This design comes from an exercise in tuning for small area, a short achievable clock period and few clock cycles per item on the open sky130 flow, not from production work.
Where RTL was checked, it was by simulation tests only, not by an equivalence proof against the original.
Function not checked in run 2: the RTL went through the layout flow alone.

<file path="run.sh">
#!/bin/bash
# synth_recipe.tcl (not shown) runs the flow's synth.tcl, then flattens the netlist and writes it again
# the make line also repeats each setting of config.mk as NAME=value (left out here)
make -C /OpenROAD-flow-scripts/flow DESIGN_CONFIG=/design/flow/config.mk WORK_HOME=/design/flow/orfs CLKGATE_MAP_FILE= SYNTH_SCRIPT=/design/flow/synth_recipe.tcl finish
</file>
<file path="config.mk">
export PLATFORM = sky130hd
export DESIGN_NAME = rounds_1
export DESIGN_NICKNAME = rounds_1
export VERILOG_FILES = /design/flow/design.v
export SDC_FILE = /design/flow/constraint.sdc
export NUM_CORES = 4
export LEC_CHECK = 0
export CAP_MARGIN = 20
export CORE_MARGIN = 2
export CORE_UTILIZATION = 40
export SETUP_SLACK_MARGIN = 2.8
export SLEW_MARGIN = 20
</file>
<file path="constraint.sdc">
create_clock -name core_clock -period 6.0 [get_ports {clk}]
set_input_delay 1.2000 -clock core_clock [delete_from_list [all_inputs] [get_ports {clk}]]
set_output_delay 1.2000 -clock core_clock [all_outputs]
set_load 0.01 [all_outputs]
</file>
<file path="design.v">
module sbox(
   input wire [4:0] in,
   output wire [4:0] out
);
wire x0 = in[0], x1 = in[1], x2 = in[2], x3 = in[3], x4 = in[4];
assign out[0] = (x0&x1) ^ x2 ^ (x1&x2) ^ (x1&x3) ^ x4 ^ (x1&x4) ^ (x2&x4) ^ (x3&x4);
assign out[1] = x1 ^ (x0&x1) ^ (x0&x2) ^ (x2&x3) ^ x4 ^ (x0&x4) ^ (x3&x4);
assign out[2] = x0 ^ x1 ^ x2 ^ (x1&x2) ^ x3 ^ (x0&x3) ^ (x2&x3) ^ x4;
assign out[3] = x1 ^ x2 ^ (x1&x2) ^ x3 ^ (x0&x3) ^ x4 ^ (x0&x4) ^ (x1&x4);
assign out[4] = (x1&x2) ^ x3 ^ (x0&x4);
endmodule
module perm#(
   parameter integer PERM_SIZE = 40
) (
   input wire [PERM_SIZE-1:0] in,
   output wire [PERM_SIZE-1:0] out
);
generate
   if (PERM_SIZE == 30) begin
      assign out = {
         in[29-6]  ^ in[29-22],
         in[29-16] ^ in[29-8],
         in[29-0]  ^ in[29-18],
         in[29-15],
         in[29-1],
         in[29-7]  ^ in[29-27],
         in[29-20] ^ in[29-13],
         in[29-2]  ^ in[29-23],
         in[29-21],
         in[29-11],
         in[29-12] ^ in[29-17],
         in[29-26] ^ in[29-3],
         in[29-10] ^ in[29-28],
         in[29-25],
         in[29-5],
         in[29-2]  ^ in[29-27],
         in[29-21] ^ in[29-9],
         in[29-11] ^ in[29-24],
         in[29-16],
         in[29-0],
         in[29-7]  ^ in[29-17],
         in[29-15] ^ in[29-14],
         in[29-1]  ^ in[29-29],
         in[29-20],
         in[29-10],
         in[29-12] ^ in[29-25],
         in[29-22] ^ in[29-4],
         in[29-5]  ^ in[29-19],
         in[29-26],
         in[29-6]
      };
   end
   if (PERM_SIZE == 40) begin
      assign out = {
         in[39-22] ^ in[39-2],
         in[39-35] ^ in[39-8],
         in[39-16] ^ in[39-28],
         in[39-10],
         in[39-31],
         in[39-20] ^ in[39-7],
         in[39-27] ^ in[39-13],
         in[39-1]  ^ in[39-33],
         in[39-15],
         in[39-36],
         in[39-25] ^ in[39-12],
         in[39-32] ^ in[39-18],
         in[39-6]  ^ in[39-38],
         in[39-0],
         in[39-21],
         in[39-37] ^ in[39-17],
         in[39-26] ^ in[39-3],
         in[39-11] ^ in[39-23],
         in[39-5],
         in[39-30],
         in[39-27] ^ in[39-17],
         in[39-30] ^ in[39-9],
         in[39-0]  ^ in[39-24],
         in[39-11],
         in[39-35],
         in[39-32] ^ in[39-2],
         in[39-36] ^ in[39-14],
         in[39-5]  ^ in[39-29],
         in[39-16],
         in[39-20],
         in[39-37] ^ in[39-7],
         in[39-21] ^ in[39-19],
         in[39-10] ^ in[39-34],
         in[39-1],
         in[39-25],
         in[39-22] ^ in[39-12],
         in[39-31] ^ in[39-4],
         in[39-15] ^ in[39-39],
         in[39-6],
         in[39-26]
      };
   end
endgenerate
endmodule
module mix_groups#(
   parameter integer SIZE_STATE = 160
) (
   input wire [SIZE_STATE-1:0] in,
   output wire [SIZE_STATE-1:0] out
);
localparam integer GROUP_SIZE = SIZE_STATE/8;
assign out = {
   in[8*GROUP_SIZE-1:7*GROUP_SIZE],
   in[4*GROUP_SIZE-1:3*GROUP_SIZE],
   in[7*GROUP_SIZE-1:6*GROUP_SIZE],
   in[3*GROUP_SIZE-1:2*GROUP_SIZE],
   in[6*GROUP_SIZE-1:5*GROUP_SIZE],
   in[2*GROUP_SIZE-1:1*GROUP_SIZE],
   in[5*GROUP_SIZE-1:4*GROUP_SIZE],
   in[1*GROUP_SIZE-1:0*GROUP_SIZE]
};
endmodule
module round#(
   parameter integer SIZE_STATE = 160,
   parameter integer PERM_SIZE = 40
) (
   input wire [3:0] rnd_const,
   input wire [SIZE_STATE-1:0] in,
   output wire [SIZE_STATE-1:0] out
);
localparam integer N_GRPS_SBOX = SIZE_STATE/5;
localparam integer N_GRPS_PERM = SIZE_STATE/PERM_SIZE;
wire [SIZE_STATE-1:0] i_state [4:0];
assign i_state[0] = in;
wire [SIZE_STATE-1:0] rnd_const_ext = {N_GRPS_SBOX{1'b0, rnd_const}};
assign i_state[1] = i_state[0] ^ rnd_const_ext;
genvar I_SBOX;
generate
   for (I_SBOX=0; I_SBOX<N_GRPS_SBOX; I_SBOX=I_SBOX+1) begin: sbox
      sbox inst (
         .in (i_state[1][(I_SBOX+1)*5-1:I_SBOX*5]),
         .out(i_state[2][(I_SBOX+1)*5-1:I_SBOX*5])
      );
   end
endgenerate
genvar I_PERM;
generate
   for (I_PERM=0; I_PERM<N_GRPS_PERM; I_PERM=I_PERM+1) begin: perm
      perm #(
         .PERM_SIZE(PERM_SIZE)
      ) inst (
         .in (i_state[2][(I_PERM+1)*PERM_SIZE-1:I_PERM*PERM_SIZE]),
         .out(i_state[3][(I_PERM+1)*PERM_SIZE-1:I_PERM*PERM_SIZE])
      );
   end
endgenerate
mix_groups #(
   .SIZE_STATE(SIZE_STATE)
) inst (
   .in(i_state[3]),
   .out(i_state[4])
);
assign out = i_state[4];
endmodule
module key_ext#(
   parameter integer SIZE_STATE = 160,
   parameter integer SIZE_KEY = 128
) (
   input wire [SIZE_KEY-1:0] key,
   input wire [3:0] rnd_cnt,
   output wire [SIZE_STATE-1:0] key_ext
);
reg [SIZE_STATE-1:0] i_key_ext;
always @* begin
   if (rnd_cnt == 0) begin
      i_key_ext = {
         key[127:126], 3'd0,
         key[125:124], 3'd0,
         key[123:122], 3'd0,
         key[121:120], 3'd0,
         key[119:118], 3'd0,
         key[117:116], 3'd0,
         key[115:114], 3'd0,
         key[113:112], 3'd0,
         key[111:110], 3'd0,
         key[109:108], 3'd0,
         key[107:106], 3'd0,
         key[105:104], 3'd0,
         key[103:102], 3'd0,
         key[101:100], 3'd0,
         key[99:98], 3'd0,
         key[97:96], 3'd0,
         key[95:94], 3'd0,
         key[93:92], 3'd0,
         key[91:90], 3'd0,
         key[89:88], 3'd0,
         key[87:86], 3'd0,
         key[85:84], 3'd0,
         key[83:82], 3'd0,
         key[81:80], 3'd0,
         key[79:78], 3'd0,
         key[77:76], 3'd0,
         key[75:74], 3'd0,
         key[73:72], 3'd0,
         key[71:70], 3'd0,
         key[69:68], 3'd0,
         key[67:66], 3'd0,
         key[65:64], 3'd0
      };
   end else if (rnd_cnt == 1) begin
      i_key_ext = {
         key[63:62], 3'd0,
         key[61:60], 3'd0,
         key[59:58], 3'd0,
         key[57:56], 3'd0,
         key[55:54], 3'd0,
         key[53:52], 3'd0,
         key[51:50], 3'd0,
         key[49:48], 3'd0,
         key[47:46], 3'd0,
         key[45:44], 3'd0,
         key[43:42], 3'd0,
         key[41:40], 3'd0,
         key[39:38], 3'd0,
         key[37:36], 3'd0,
         key[35:34], 3'd0,
         key[33:32], 3'd0,
         key[31:30], 3'd0,
         key[29:28], 3'd0,
         key[27:26], 3'd0,
         key[25:24], 3'd0,
         key[23:22], 3'd0,
         key[21:20], 3'd0,
         key[19:18], 3'd0,
         key[17:16], 3'd0,
         key[15:14], 3'd0,
         key[13:12], 3'd0,
         key[11:10], 3'd0,
         key[9:8], 3'd0,
         key[7:6], 3'd0,
         key[5:4], 3'd0,
         key[3:2], 3'd0,
         key[1:0], 3'd0
      };
   end else begin
      i_key_ext = 0;
   end
end
assign key_ext = i_key_ext;
endmodule
module rounds_1#(
   parameter integer SIZE_STATE = 160,
   parameter integer SIZE_KEY = 128,
   parameter integer PERM_SIZE = 40
) (
   input wire clk,
   input wire load,
   input wire next,
   input wire [SIZE_KEY-1:0] key,  
   output wire busy,
   output wire [SIZE_STATE-1:0] state_out
);
reg [SIZE_STATE-1:0] state;
reg [3:0] rc;       
reg i_busy;
reg rnd2;           
wire start = load | next;
wire last = (rc == 4'b0100) | (rc == 4'b0000);
wire [63:0] kh = !i_busy ? key[127:64] : (rnd2 ? key[63:0] : 64'd0);
wire [SIZE_STATE-1:0] kx;
genvar I;
generate
   for (I = 0; I < 32; I = I + 1) begin: kext
      assign kx[159-5*I -: 5] = {kh[63-2*I], kh[62-2*I], 3'b000};
   end
endgenerate
wire [SIZE_STATE-1:0] rnd_in = (load ? {SIZE_STATE{1'b0}} : state) ^ kx;
wire [SIZE_STATE-1:0] rnd_out;
round #(
   .SIZE_STATE(SIZE_STATE),
   .PERM_SIZE(PERM_SIZE)
) rnd_inst (
   .rnd_const(rc),
   .in(rnd_in),
   .out(rnd_out)
);
always @(posedge clk) begin
   if (start || i_busy) state <= rnd_out;
   rnd2 <= start;
   if (start) begin
      i_busy <= 1'b1;
      rc <= {rc[2:0], rc[3] ^ rc[0]};
   end else if (i_busy && !last) begin
      rc <= {rc[2:0], rc[3] ^ rc[0]};
   end else begin
      i_busy <= 1'b0;
      rc <= 4'b1000;
   end
end
assign busy = i_busy;
assign state_out = state;
endmodule
</file>
==> impl_metrics.ini, run 1 <==
[outcome]
outcome = finished clean

[cells_and_area]
drive_gt1_share_pct = 12.8
stdcell_area_um2 = 21900
fin_nets = 2241
multi_input_area_um2 = 12300
areaGrowthSynthToFinish_pct = 27.6
seqCellArea_um2 = 4940
nFillCells = 3838

[clock_tree]
cts_buffers = 17
htreeDepth = 4
cts_tree = done
cts_root_buffer = clkbuf_16
clkLatencyLatePin_ns = 0.45
cts.sinks = 166
clk_path_buf_depth = 2
clk_pin_slew_ns = 0.07

[sta]
slew_headroom_pct = 27.3
setup_viol = 0
timing.final.crit_share_pct = 52.1
hold_violations = 0
hold_ws_ns = 0.801
period_needed_ns = 3.12
fin_tns_setup_ns = 0
tightest_slew_ns = 1.08
rsz0062_at_grt = yes
fmax_mhz = 320
fin_skew_ns = 0.00883
maxSlewViolCount = 0

[critical_path]
start_kind = register
cp_slowest_stage_delay_ns = 0.56
worstSetupEndpointType = register
crit_path_top_delay_cell = dfxtp_2
cp.arrival_ns = 3.34
path_class = register to register
r2r_setup_slack_ns = 2.88
cp_max_fo = 41
required_ns = 6.22
path_cells = clkinv_8, buf_4, a22oi_2, xnor2_4, or4b_1, nand2_1, a221oi_2, xnor2_1
r2r_end = state[108]$_DFFE_PP_
timing.rr.start = i_busy$_SDFFE_PP1N_
rr_worst_depth = 8

[synth]
synthArstFlopShare_pct = 0
syn_inst = 1855
ys_ff_latch = 166
synth_common_cells = xnor2_1 (323), edfxtp_1 (160), nor2_1 (141), xor2_1 (130), nand2_1 (111)
synth_seq_area_share_pct = 28.7
yosys.area.top_type = edfxtp_1
synthTopCellsByArea = edfxtp_1 (28%), xnor2_1 (16%), xor2_1 (6.6%)
synth_area_per_cell_um2 = 9.25
synth_fp_nets = 1986
synth.most_common_cell = xnor2_1
synth_edf_count = 160
synth_cell_types = 76
yosys_most_used_dff = edfxtp_1
yosysWarnings = 2
synth_top_area_share_pct = 28.0
synth_area_um2 = 17200

[die]
rows = 75
floorplan.die.height_um = 211
dieArea_um2 = 44600
pin_count = 292
start_util_pct = 40.7
die_w_um = 211
design.core.area_um2 = 42100

[min_path]
hold_path_end = rc[1]$_DFF_P_
hold_depth = 2
min-delay-start = i_busy$_SDFFE_PP1N_
hp-class = register to register

[route]
drt_iter0_markers = 1559
antenna_left = 0
num_vias = 15200
wire_per_inst_um = 23.0
viasPerCell = 5.70
drtPass1Iterations = 5
routed_wl_mm = 61.2
drc_errors = 0

[global_routing]
grt_overflow = 0
grt_first_pass_wirelength_mm = 86.7
grt_start_max_net_pins = 81
grt_usage_pct = 26.1
grt_antenna_before_repair = 1
grt_pass1_vias = 13600

[placed_design]
io_buffers = 291
placed_area_um2 = 20300
gp_congestion = 0.932
hpwl_mm = 44.5

[run]
max_cap_viol_count = 0
[layer usage]
layer,wire length (um),vias up,track usage (%)
met3,4510,53,3.42
met2,27400,638,39.9
met1,28200,7375,38.8
met4,1130,0,6.46
met5,0,-,0
li1,-,7113,-
[logic make-up after synthesis]
kind of cell | share of synthesized area (%)
mux | 5.11
simple gates | 17.5
compound gates | 16.9
flops | 28.7
xor+xnor | 27.9
buf+inv | 3.85
[sequential cells by signal (all words and copies together) (netlist names)]
register / cells
state: 160
rnd2: 1
i_busy: 1
rc: 4
[worst max-delay path by stage]
stage,from,to,cells past startpoint
after floorplan,load,state[0]$_DFFE_PP_,5
after global placement,load,state[18]$_DFFE_PP_,9
after detailed placement,load,state[18]$_DFFE_PP_,9
after CTS,i_busy$_SDFFE_PP1N_,state[18]$_DFFE_PP_,8
after global routing,i_busy$_SDFFE_PP1N_,state[18]$_DFFE_PP_,8
final,i_busy$_SDFFE_PP1N_,state[108]$_DFFE_PP_,8
[cell usage in the layout, fill, tap and decap left out, types with 6 or more instances in the layout]
cell,Yosys,layout
and2_1,10,9
a211oi_1,10,10
nand3_1,49,49
or3_1,13,13
a22oi_2,13,18
clkbuf_16,0,18
o31ai_1,8,8
a311o_1,8,8
nor2_1,141,140
or2_2,11,10
o22ai_1,21,21
a21boi_0,6,6
clkdlybuf4s50_1,0,290
nand2_1,111,111
nor3_1,45,45
a221oi_1,10,9
mux2_2,16,16
a22oi_1,49,44
xnor2_4,0,9
xor2_2,10,21
xnor2_1,323,267
o211ai_1,17,17
o21ai_1,20,20
xor2_1,130,118
edfxtp_1,160,160
o21ai_0,66,66
o32ai_1,11,10
buf_4,21,29
a22oi_4,7,7
mux2i_1,65,65
and3_1,13,13
inv_1,17,16
nand2b_1,82,82
a221oi_2,8,8
a21oi_1,75,74
xnor2_2,37,84
nor2b_1,91,91
a31oi_1,30,29
[cell type report]
class	count	area share, %
antenna	1	0.0114
clock buffer	19	1.98
clock inverter	13	0.812
inverter	18	0.383
multi-input combinational	1578	56.1
sequential	166	22.6
tap	539	3.08
timing repair buffer	328	15.0
timing repair inverter	1	0.0229
[per-stage QoR]
stage | cells | util (%) | setup slack (ns)
4_1_cts | 2648 | 50.6 | 2.77
6_report | 2663 | 51.9 | 2.88
3_3_place_gp | 2605 | 48.2 | 1.51
2_1_floorplan | 1855 | - | 1.40
3_5_place_dp | 2605 | 48.2 | 1.45
5_1_grt | 2663 | 51.9 | 2.75
[timing repair]
action,4_1_cts,5_1_grt
cloned,2,2
hold buffers,0,0
endpoints found under the setup margin,280,85
pin swaps,6,6
buffers inserted,9,11
resized for setup,50,53
[critical path, delay by kind of cell (launching register included)]
| family | cells | cell delay [ns] |
|---|---|---|
| buf+inv | 2 | 0.65 |
| flops | 1 | 0.56 |
| compound gates | 2 | 0.45 |
| xor+xnor | 2 | 0.62 |
| simple gates | 2 | 0.60 |
Testbench counts, summed over its fixed seeds: cycles 61,440, items 4,096.
==> run 2, diff against run 1 <==
--- a/design.v
+++ b/design.v
@@ -3,10 +3,10 @@
    output wire [4:0] out
 );
 wire x0 = in[0], x1 = in[1], x2 = in[2], x3 = in[3], x4 = in[4];
-assign out[0] = (x0&x1) ^ x2 ^ (x1&x2) ^ (x1&x3) ^ x4 ^ (x1&x4) ^ (x2&x4) ^ (x3&x4);
-assign out[1] = x1 ^ (x0&x1) ^ (x0&x2) ^ (x2&x3) ^ x4 ^ (x0&x4) ^ (x3&x4);
-assign out[2] = x0 ^ x1 ^ x2 ^ (x1&x2) ^ x3 ^ (x0&x3) ^ (x2&x3) ^ x4;
-assign out[3] = x1 ^ x2 ^ (x1&x2) ^ x3 ^ (x0&x3) ^ x4 ^ (x0&x4) ^ (x1&x4);
+assign out[0] = (x1 & (x0^x2^x3^x4)) ^ (x4 & ~(x2^x3)) ^ x2;
+assign out[1] = (x0 & (x1^x2^x4)) ^ (x3 & (x2^x4)) ^ x1 ^ x4;
+assign out[2] = (x1&x2) ^ (x3 & (x0^x2)) ^ x0^x1^x2^x3^x4;
+assign out[3] = (x1 & (x2^x4)) ^ (x0 & (x3^x4)) ^ x1^x2^x3^x4;
 assign out[4] = (x1&x2) ^ x3 ^ (x0&x4);
 endmodule
 module perm#(
@@ -254,41 +254,68 @@
    output wire busy,
    output wire [SIZE_STATE-1:0] state_out
 );
+localparam integer K = 1;
+localparam integer NCYC = 15 / K;
+function [3:0] rc_of(input integer r);
+   integer i;
+   reg [3:0] c;
+   begin
+      c = 4'b1000;
+      for (i = 1; i < r; i = i + 1) c = {c[2:0], c[3] ^ c[0]};
+      rc_of = c;
+   end
+endfunction
+function [SIZE_STATE-1:0] kext(input [63:0] h);
+   integer i;
+   begin
+      kext = 0;
+      for (i = 0; i < 32; i = i + 1) begin
+         kext[159 - 5*i] = h[63 - 2*i];
+         kext[158 - 5*i] = h[62 - 2*i];
+      end
+   end
+endfunction
 reg [SIZE_STATE-1:0] state;
-reg [3:0] rc;       
 reg i_busy;
-reg rnd2;           
+reg [3:0] cyc;    
 wire start = load | next;
-wire last = (rc == 4'b0100) | (rc == 4'b0000);
-wire [63:0] kh = !i_busy ? key[127:64] : (rnd2 ? key[63:0] : 64'd0);
-wire [SIZE_STATE-1:0] kx;
-genvar I;
+wire [3:0] c = start ? 4'd0 : cyc;
+wire [SIZE_STATE-1:0] st_in [0:K];
+genvar J;
 generate
-   for (I = 0; I < 32; I = I + 1) begin: kext
-      assign kx[159-5*I -: 5] = {kh[63-2*I], kh[62-2*I], 3'b000};
+   for (J = 0; J < K; J = J + 1) begin: stg
+      reg [3:0] rc;
+      reg [SIZE_STATE-1:0] kx;
+      integer q;
+      always @* begin
+         rc = 4'b0;
+         for (q = 0; q < NCYC; q = q + 1)
+            if (c == q) rc = rc_of(q*K + J + 1);
+      end
+      always @* begin
+         kx = 0;
+         if (J == 0) begin
+            if (start) kx = kext(key[127:64]);
+            if (K == 1 && !start && cyc == 1) kx = kext(key[63:0]);
+         end
+         if (J == 1 && start) kx = kext(key[63:0]);
+      end
+      round #(.SIZE_STATE(SIZE_STATE), .PERM_SIZE(PERM_SIZE)) rnd (
+         .rnd_const(rc),
+         .in(st_in[J] ^ kx),
+         .out(st_in[J+1])
+      );
    end
 endgenerate
-wire [SIZE_STATE-1:0] rnd_in = (load ? {SIZE_STATE{1'b0}} : state) ^ kx;
-wire [SIZE_STATE-1:0] rnd_out;
-round #(
-   .SIZE_STATE(SIZE_STATE),
-   .PERM_SIZE(PERM_SIZE)
-) rnd_inst (
-   .rnd_const(rc),
-   .in(rnd_in),
-   .out(rnd_out)
-);
+assign st_in[0] = load ? {SIZE_STATE{1'b0}} : state;
 always @(posedge clk) begin
-   if (start || i_busy) state <= rnd_out;
-   rnd2 <= start;
+   if (start || i_busy) state <= st_in[K];
    if (start) begin
-      i_busy <= 1'b1;
-      rc <= {rc[2:0], rc[3] ^ rc[0]};
-   end else if (i_busy && !last) begin
-      rc <= {rc[2:0], rc[3] ^ rc[0]};
-   end else begin
-      i_busy <= 1'b0;
-      rc <= 4'b1000;
+      i_busy <= (NCYC > 1);
+      cyc <= 1;
+   end else if (i_busy) begin
+      if (cyc == NCYC - 1) i_busy <= 0;
+      cyc <= cyc + 1;
    end
 end
 assign busy = i_busy;
--- a/config.mk
+++ b/config.mk
@@ -8,5 +8,4 @@
 export CAP_MARGIN = 20
 export CORE_MARGIN = 2
 export CORE_UTILIZATION = 40
-export SETUP_SLACK_MARGIN = 2.8
 export SLEW_MARGIN = 20
==> run 2 against run 1 <==
- clock skew fell by 0.00075 ns
- critical path depth rose by 4
- first-iteration DRC count rose by 45%
- synthesized cell count rose by 34%
- sequential cell count fell by 1
- final cell count rose by 28%
- area after synthesis rose by 22%
- die area rose by 22%
- fmax fell by 36%
- still clean
==> impl_metrics.ini, run 2 <==
[sta]
fin_ws_ns = 1.16
slew_headroom_pct = 25.6
fmax_mhz = 206
period_needed_ns = 4.84
tightest_slew_ns = 1.11
maxSlewViolCount = 0
fin_tns_setup_ns = 0
fin_skew_ns = 0.00808
hold_violations = 0
setup_viol = 0
timing.final.crit_share_pct = 80.7
rsz0062_at_grt = no

[global_routing]
grt_usage_pct = 31.1
grt_overflow = 0
grt_antenna_before_repair = 0
grt_first_pass_wirelength_mm = 123
grt_pass1_vias = 18600
grt_start_max_net_pins = 94

[critical_path]
start_kind = register
worstSetupEndpointType = register
cp.arrival_ns = 5.09
path_class = register to register
required_ns = 6.24
cp_max_fo = 14

[clock_tree]
htreeDepth = 4
cts_hold_buf = 0
clk_path_buf_depth = 2
clk_pin_slew_ns = 0.07
cts_buffers = 17
clkLatencyLatePin_ns = 0.50
cts_tree = done
cts.sinks = 165
cts_setup_buffers = 0
cts_root_buffer = clkbuf_16
ctsResizeCount = 0

[synth]
synth_common_cells = xnor2_1 (372), nand2_1 (199), nor2_1 (196), edfxtp_1 (160), a21oi_1 (157)
yosys.area.top_type = edfxtp_1
synthArstFlopShare_pct = 0
yosys_most_used_dff = edfxtp_1
ys_ff_latch = 165
synth_seq_area_share_pct = 23.4
yosysWarnings = 2
synthTopCellsByArea = edfxtp_1 (23%), xnor2_1 (16%), xor2_1 (4.6%)
syn_inst = 2489
synth_cell_types = 97
synth_edf_count = 160
synth_top_area_share_pct = 22.9
synth_area_per_cell_um2 = 8.42
synth.most_common_cell = xnor2_1
synth_area_um2 = 20900
synth_fp_nets = 2687

[run]
max_cap_viol_count = 0

[die]
design.core.area_um2 = 51500
dieArea_um2 = 54200
floorplan.die.height_um = 233
rows = 83
pin_count = 292
start_util_pct = 40.7
die_w_um = 233

[route]
drc_errors = 0
drtPass1Iterations = 6
routed_wl_mm = 86.1
wire_per_inst_um = 25.2
drt_iter0_markers = 2255
viasPerCell = 6.03
num_vias = 20600
antenna_left = 0

[cells_and_area]
largest_reg_flops = 160
final_cell_mix = xnor2_1 (371), clkdlybuf4s50_1 (289), nand2_1 (199)
regMostFlops = state
mostFrequentLayoutCell = xnor2_1
drive_gt1_share_pct = 7.40
areaGrowthSynthToFinish_pct = 20.2
layout.cells.non_filler = 3412
top_regs = state (160), cyc (4), i_busy (1)
fin_nets = 2916
fin_util_pct = 48.9

[placed_design]
dp_cells = 3379
gp_congestion = 0.935
hpwl_mm = 66.4
io_buffers = 291
place_ws_ns = 0.812

[outcome]
outcome = finished clean

[min_path]
hp-class = register to register
run 2: path summary, 6_finish.rpt:
path	startpoint	endpoint	slack [ns]	cells after the start
worst min-delay path	i_busy$_SDFF_PP1_	i_busy$_SDFF_PP1_	0.64	2
worst max register to register	cyc[2]$_SDFFE_PP0P_	state[128]$_DFFE_PP_	1.16	12
worst min register to register	i_busy$_SDFF_PP1_	i_busy$_SDFF_PP1_	0.64	2
worst max-delay path	cyc[2]$_SDFFE_PP0P_	state[128]$_DFFE_PP_	1.16	12
run 2: critical path: stages, from the launching register on:
cell	delay [ns]
dfxtp_1	0.79
buf_4	0.33
nor4b_1	0.51
a211o_1	0.49
buf_4	0.31
mux2i_1	0.59
inv_1	0.21
ha_1	0.25
xnor2_1	0.31
xnor2_1	0.14
xnor2_1	0.35
xnor2_1	0.19
xnor2_1	0.10
run 2: stage by stage:
step / cell area [um2] / hold WS (ns)
global route: 25200 / 0.687
detailed placement: 24500 / 0.624
CTS: 25200 / 0.634
finish: 25200 / 0.644
global placement: 24500 / 0.622
floorplan: 20900 / 0.546
run 2: cell families (layout without fill, tap and decap cells):
logic type	Yosys count	after routing	synth area share, %
buffers and inverters	227	469	5.04
adders and majority gates	67	67	4.00
and+or+nand+nor	844	844	21.1
muxes	38	38	1.90
other	0	1	0
AOI/OAI and AO/OA	629	629	21.0
DFF	165	165	23.4
xor gates and xnor gates	519	519	23.5
run 2: area by class of cell:
| cell class | instances | area (um2) |
|---|---|---|
| clock inverter | 14 | 183 |
| inverter | 80 | 300 |
| clock buffer | 18 | 429 |
| fill | 4911 | 26300 |
| timing repair buffer | 357 | 3470 |
| multi-input combinational | 2097 | 15000 |
| sequential | 165 | 4900 |
| antenna | 1 | 2.50 |
| tap | 680 | 851 |
run 2: per-layer routing:
| layer | share of wire [%] | GRT usage (%) | vias up | routed length, um |
|---|---|---|---|---|
| met3 | 7.8 | 4.64 | 119 | 6720 |
| li1 | - | - | 9447 | - |
| met5 | 0 | 0 | - | 0 |
| met4 | 3.4 | 11.2 | 0 | 2920 |
| met2 | 45 | 48.6 | 1027 | 38600 |
| met1 | 44 | 43.2 | 9982 | 37900 |

afterwards: timing with drivers on the ports:
The flow's constraints put no driver on any port. The routed layouts listed below were extracted and timed again, unchanged, in two steps.
Step 1 sets driving cells, clkbuf_16 on the clock port and buf_2 on the other inputs (assumed; they add their load-dependent delay and slew).
Step 2 times the ports against the registers' clock, not the clock port: input delays grow and output delays shrink by t, the midpoint of the rising clock arrivals with the driver on.
a / b / c = no drivers / after step 1 / after step 2; a / b = the first two.
run	shift t [ns]	slack for setup (ns)	hold WS [ns]	pins driven straight from the clock port
run 1	0.499	2.877 / 2.780 / 2.280	0.801 / 0.801 / 0.801	1
run 2	0.556	1.157 / 1.157 / 0.685	0.644 / 0.644 / 0.644	1
After both steps setup and hold are still met in every run listed. The setup slack of run 1, which loses most, moves by -0.097 ns with the drivers and by -0.597 ns with both steps.
